This design comes from an exercise in tuning for small area and a short achievable clock period on the open sky130 flow, not from production work.
Only simulation tests tie the RTL to the original design; equivalence was not proved.
Power figures rest on the tool's default switching activity, not on a simulated workload.

==> module digital_PID_controller, before the edit <==
module digital_PID_controller(clk,rst,en,init,qt,sel,adc,t,y0,y1);
input clk,rst;
input en;                       
input init;                     
input qt;                       
input sel;                      
input [8:0] adc;                
input [8:0] t;                  
output [11:0] y0,y1;            
reg [8:0] f0;
reg [8:0] fp;                   
reg fs;                         
reg [19:0] acc;                 
reg [13:0] k0;                  
reg kap;                        
reg [11:0] y0r;                 
reg y0e;                        
reg c1, c2, ca, cb, cx, cy, ck1, ck2;
reg fw;                         
wire band = ~f0[8] & (&f0[7:3]) & (|f0[2:0]);    
wire hi = sel & qt;
wire pass = (t[8:5] == 4'd1);
wire [4:0] s = t[4:0];
wire tp0 = (s <= 5'd8) ? fp[4] : fs;                                  
wire tp8 = (s == 5'd0) ? 1'b0 : (s <= 5'd9) ? fp[3] : fs;             
wire tp4 = (s < 5'd5) ? 1'b0 : (s <= 5'd13) ? fp[8] : fs;             
wire tp3 = (s < 5'd6) ? 1'b0 : (s <= 5'd14) ? fp[7] : fs;             
wire tpx = (s <= 5'd11) ? fp[1] : fs;                                 
wire tpy = (s < 5'd12) ? 1'b0 : fp[1];                                
reg f0m;                                                              
always @(*)
  case (s)
    5'd3,  5'd12: f0m = f0[0];
    5'd4,  5'd13: f0m = f0[1];
    5'd5,  5'd14: f0m = f0[2];
    5'd6,  5'd15: f0m = f0[3];
    5'd7,  5'd16: f0m = f0[4];
    5'd8,  5'd17: f0m = f0[5];
    5'd9,  5'd18: f0m = f0[6];
    5'd10, 5'd19: f0m = f0[7];
    default:      f0m = f0[8];
  endcase
wire f0x = (s <= 5'd11) ? f0m : f0[8];
wire f0y = (s < 5'd12) ? 1'b0 : f0m;
wire h1 = tp0 ^ tp8 ^ c1;
wire h1c = (tp0 & tp8) | (c1 & (tp0 ^ tp8));
wire h2 = tp4 ^ tp3 ^ c2;
wire h2c = (tp4 & tp3) | (c2 & (tp4 ^ tp3));
wire a0 = acc[0] & ~fw;
wire sa = a0 ^ h1 ^ ca;
wire sac = (a0 & h1) | (ca & (a0 ^ h1));
wire ab = sa ^ h2 ^ cb;                                               
wire abc = (sa & h2) | (cb & (sa ^ h2));
wire x = f0x ^ ~tpx ^ cx;
wire xc = (f0x & ~tpx) | (cx & (f0x ^ ~tpx));
wire y = f0y ^ ~tpy ^ cy;
wire yc = (f0y & ~tpy) | (cy & (f0y ^ ~tpy));
wire dy = (s < 5'd12) ? 1'b0 : y;                                     
wire nx = (s < 5'd3) ? 1'b1 : ~x;                                     
wire ak = (s <= 5'd17) ? ab : acc[19];
wire sk = ak ^ dy ^ ck1;
wire skc = (ak & dy) | (ck1 & (ak ^ dy));
wire kb = sk ^ nx ^ ck2;
wire kbc = (sk & nx) | (ck2 & (sk ^ nx));
always @(posedge clk) begin
  c1 <= pass & h1c;
  c2 <= pass & h2c;
  ca <= pass & sac;
  cb <= pass & abc;
  cx <= ~(pass & (s >= 5'd3)) | xc;
  cy <= ~(pass & (s >= 5'd12)) | yc;
  ck1 <= pass & (s >= 5'd2) & skc;
  ck2 <= ~(pass & (s >= 5'd2)) | kbc;
  k0 <= {(pass & (s >= 5'd7) & (s <= 5'd20)) ? kb : k0[0], k0[13:1]};
  if (pass & (s == 5'd3)) kap <= kb;
  if (pass & ((s == 5'd4) | (s == 5'd5))) kap <= kap & kb;
  if (pass & (s == 5'd6)) kap <= kap | kb;
end
wire [8:0] na = ~adc;
wire w = ~na[8] & (na[7:0] >= 8'd186);
wire hn = hi & ~init;
wire [13:0] kbase = init ? (sel ? 14'd0 : 14'd2203) : {k0[1:0], k0[13:2]};
wire [13:0] kc0 = w ? 14'd350 - 14'd1280 - 14'd2560 : 14'd350 - 14'd1280;
reg [13:0] kc1;
always @(*)
  case ({band, kap, w})
    3'b000: kc1 = 14'd350 - 14'd1280 + 14'd223;
    3'b001: kc1 = 14'd350 - 14'd1280 + 14'd223 - 14'd2560;
    3'b010: kc1 = 14'd350 - 14'd1280 + 14'd224;
    3'b011: kc1 = 14'd350 - 14'd1280 + 14'd224 - 14'd2560;
    3'b100: kc1 = 14'd350 - 14'd1280 + 14'd255;
    3'b101: kc1 = 14'd350 - 14'd1280 + 14'd255 - 14'd2560;
    3'b110: kc1 = 14'd350 - 14'd1280 + 14'd256;
    default: kc1 = 14'd350 - 14'd1280 + 14'd256 - 14'd2560;
  endcase
wire [13:0] kc = hn ? kc1 : kc0;
wire [13:0] o2 = {3'b000, adc[8], na[7:0], 2'b00};
wire [13:0] o3 = {5'b00000, adc[8], na[7:0]};
wire [13:0] p1 = kbase ^ o2 ^ o3;
wire [13:0] g1 = {(kbase[12:0] & o2[12:0]) | (kbase[12:0] & o3[12:0]) | (o2[12:0] & o3[12:0]), 1'b0};
wire [13:0] p2 = p1 ^ g1 ^ kc;
wire [13:0] g2 = {(p1[12:0] & g1[12:0]) | (p1[12:0] & kc[12:0]) | (g1[12:0] & kc[12:0]), 1'b0};
wire [13:0] y0n = p2 + g2;
wire [8:0] fe = init ? (sel ? 9'd0 : 9'b100100010) : hi ? f0 + 9'd7 : f0;
always @(posedge clk) begin
  if (en) begin
    y0r <= y0n[13:2];
    y0e <= y0n[1] | y0n[0];
    f0 <= 9'd69 - adc;
  end
  fp <= en ? fe : {fp[0], fp[8:1]};
  if (en) fs <= ~init & fe[8];
end
always @(posedge clk)
  if (rst) fw <= 1'b1;
  else if (en & ~init) fw <= 1'b0;
always @(posedge clk)
  acc <= {(pass & (s <= 5'd17)) ? ab : (pass & (s <= 5'd19) & s[4]) ? acc[19] : acc[0], acc[19:1]};
wire [11:0] d0 = y0r;
wire [11:0] ad = {band, band, 1'b0, band, band, 3'b000, 1'b1, 2'b00, y0e};
wire [12:0] rc;
assign rc[0] = 1'b0;
genvar i;
generate for (i = 0; i < 12; i = i + 1) begin : r1
  assign rc[i+1] = (d0[i] & ad[i]) | (rc[i] & (d0[i] ^ ad[i]));
end endgenerate
assign y0 = d0;
assign y1 = d0 ^ ad ^ rc[11:0];
endmodule
==> flow/config.mk <==
export PLATFORM = sky130hd
export DESIGN_NAME = PID_CONTROLLER
export DESIGN_NICKNAME = PID_CONTROLLER
export VERILOG_FILES = /design/flow/design.v
export SDC_FILE = /design/flow/constraint.sdc
export NUM_CORES = 4
export LEC_CHECK = 0
export CAP_MARGIN = 20
export CORE_MARGIN = 2
export CORE_UTILIZATION = 40
export CTS_BUF_LIST = sky130_fd_sc_hd__clkbuf_8
export SLEW_MARGIN = 20
==> flow/constraint.sdc <==
create_clock -name core_clock -period 10.0 [get_ports {clk}]
set_input_delay 2.0000 -clock core_clock [delete_from_list [all_inputs] [get_ports {clk}]]
set_output_delay 2.0000 -clock core_clock [all_outputs]
set_load 0.01 [all_outputs]
standard.sh (not shown) runs the stock make flow with config.mk's settings and CLKGATE_MAP_FILE= SYNTH_SCRIPT=/design/flow/synth_recipe.tcl, a recipe that flattens the netlist after the stock synthesis.
==> flow/flow/run.sh <==
#!/bin/bash
set -euo pipefail
export SETUP_SLACK_MARGIN=5.5
bash standard.sh > standard.log 2>&1
Rerun with:
--- a/flow/design.v
+++ b/flow/design.v
@@ -21,29 +21,28 @@
 input sel;                      
 input [8:0] adc;                
 input [8:0] t;                  
 output [11:0] y0,y1;            
 reg [8:0] f0;
-reg [8:0] fp;                   
+reg [14:0] fk;                  
 reg fs;                         
 reg [19:0] acc;                 
-reg [13:0] k0;                  
 reg kap;                        
 reg [11:0] y0r;                 
 reg y0e;                        
 reg c1, c2, ca, cb, cx, cy, ck1, ck2;
 reg fw;                         
 wire band = ~f0[8] & (&f0[7:3]) & (|f0[2:0]);    
 wire hi = sel & qt;
 wire pass = (t[8:5] == 4'd1);
 wire [4:0] s = t[4:0];
-wire tp0 = (s <= 5'd8) ? fp[4] : fs;                                  
-wire tp8 = (s == 5'd0) ? 1'b0 : (s <= 5'd9) ? fp[3] : fs;             
-wire tp4 = (s < 5'd5) ? 1'b0 : (s <= 5'd13) ? fp[8] : fs;             
-wire tp3 = (s < 5'd6) ? 1'b0 : (s <= 5'd14) ? fp[7] : fs;             
-wire tpx = (s <= 5'd11) ? fp[1] : fs;                                 
-wire tpy = (s < 5'd12) ? 1'b0 : fp[1];                                
+wire tp0 = (s <= 5'd8) ? fk[13] : fs;                                  
+wire tp8 = (s == 5'd0) ? 1'b0 : (s <= 5'd9) ? fk[12] : fs;             
+wire tp4 = (s < 5'd5) ? 1'b0 : (s <= 5'd13) ? fk[8] : fs;              
+wire tp3 = (s < 5'd6) ? 1'b0 : (s <= 5'd14) ? fk[7] : fs;              
+wire tpx = (s <= 5'd11) ? fk[10] : fs;                                 
+wire tpy = (s < 5'd12) ? 1'b0 : fk[1];                                 
 reg f0m;                                                              
 always @(*)
   case (s)
     5'd3,  5'd12: f0m = f0[0];
     5'd4,  5'd13: f0m = f0[1];
@@ -84,19 +83,18 @@
   cb <= pass & abc;
   cx <= ~(pass & (s >= 5'd3)) | xc;
   cy <= ~(pass & (s >= 5'd12)) | yc;
   ck1 <= pass & (s >= 5'd2) & skc;
   ck2 <= ~(pass & (s >= 5'd2)) | kbc;
-  k0 <= {(pass & (s >= 5'd7) & (s <= 5'd20)) ? kb : k0[0], k0[13:1]};
   if (pass & (s == 5'd3)) kap <= kb;
   if (pass & ((s == 5'd4) | (s == 5'd5))) kap <= kap & kb;
   if (pass & (s == 5'd6)) kap <= kap | kb;
 end
 wire [8:0] na = ~adc;
 wire w = ~na[8] & (na[7:0] >= 8'd186);
 wire hn = hi & ~init;
-wire [13:0] kbase = init ? (sel ? 14'd0 : 14'd2203) : {k0[1:0], k0[13:2]};
+wire [13:0] kbase = init ? (sel ? 14'd0 : 14'd2203) : {fk[3:0], fk[14:5]};
 wire [13:0] kc0 = w ? 14'd350 - 14'd1280 - 14'd2560 : 14'd350 - 14'd1280;
 reg [13:0] kc1;
 always @(*)
   case ({band, kap, w})
     3'b000: kc1 = 14'd350 - 14'd1280 + 14'd223;
@@ -114,18 +112,20 @@
 wire [13:0] p1 = kbase ^ o2 ^ o3;
 wire [13:0] g1 = {(kbase[12:0] & o2[12:0]) | (kbase[12:0] & o3[12:0]) | (o2[12:0] & o3[12:0]), 1'b0};
 wire [13:0] p2 = p1 ^ g1 ^ kc;
 wire [13:0] g2 = {(p1[12:0] & g1[12:0]) | (p1[12:0] & kc[12:0]) | (g1[12:0] & kc[12:0]), 1'b0};
 wire [13:0] y0n = p2 + g2;
-wire [8:0] fe = init ? (sel ? 9'd0 : 9'b100100010) : hi ? f0 + 9'd7 : f0;
+wire [8:0] fe = init ? (sel ? 9'd0 : 9'b000100010) : hi ? f0 + 9'd7 : f0;
 always @(posedge clk) begin
   if (en) begin
     y0r <= y0n[13:2];
     y0e <= y0n[1] | y0n[0];
     f0 <= 9'd69 - adc;
   end
-  fp <= en ? fe : {fp[0], fp[8:1]};
+  fk[14] <= en ? init & ~sel : (pass & (s >= 5'd7) & (s <= 5'd20)) ? kb : fk[0];
+  fk[13:9] <= fk[14:10];
+  fk[8:0] <= en ? fe : fk[9:1];
   if (en) fs <= ~init & fe[8];
 end
 always @(posedge clk)
   if (rst) fw <= 1'b1;
   else if (en & ~init) fw <= 1'b0;
Outcome: Worst setup slack degrades by 0.036 ns; synthesized cell count goes down by 3.6%; clock-buffer cell count does not change; final area drops by 0.85%; worst hold slack hardly moves; clock power goes up by 11%; maximum frequency goes down by about 0.8%; wire length rises by about 0.8%; via count decreases by about 1.4%; power goes up by about 17%; global-route usage came out higher by 0.70 points; core utilization went up by 1.5 points.

[static timing again, ports no longer ideal]
The results above use ideal ports. As a check the final layouts listed here were re-extracted and re-timed, cells and wires unchanged. Step 1 assumes that a clkbuf_16 drives the clock port and a buf_2 every other input. Step 2 also shifts input and output timing later by t, the mid clock arrival at the registers, as if the neighbouring blocks saw the same clock. Three values: ideal, step 1, step 2; two values: the first two.
run | shift t [ns] | setup WS [ns] | hold WS [ns] | worst slew at a driven data input, ns | pins driven straight from the clock port
the first run | 0.427 | 5.524 / 5.487 / 5.113 | 0.338 / 0.338 / 0.338 | 0.06 | 1
the second run | 0.424 | 5.488 / 5.468 / 5.044 | 0.337 / 0.337 / 0.337 | 0.05 | 1
After both steps setup and hold are still met in every run listed. For the second run, which loses most, drivers alone change the setup slack by -0.020 ns; drivers and shift together by -0.444 ns.
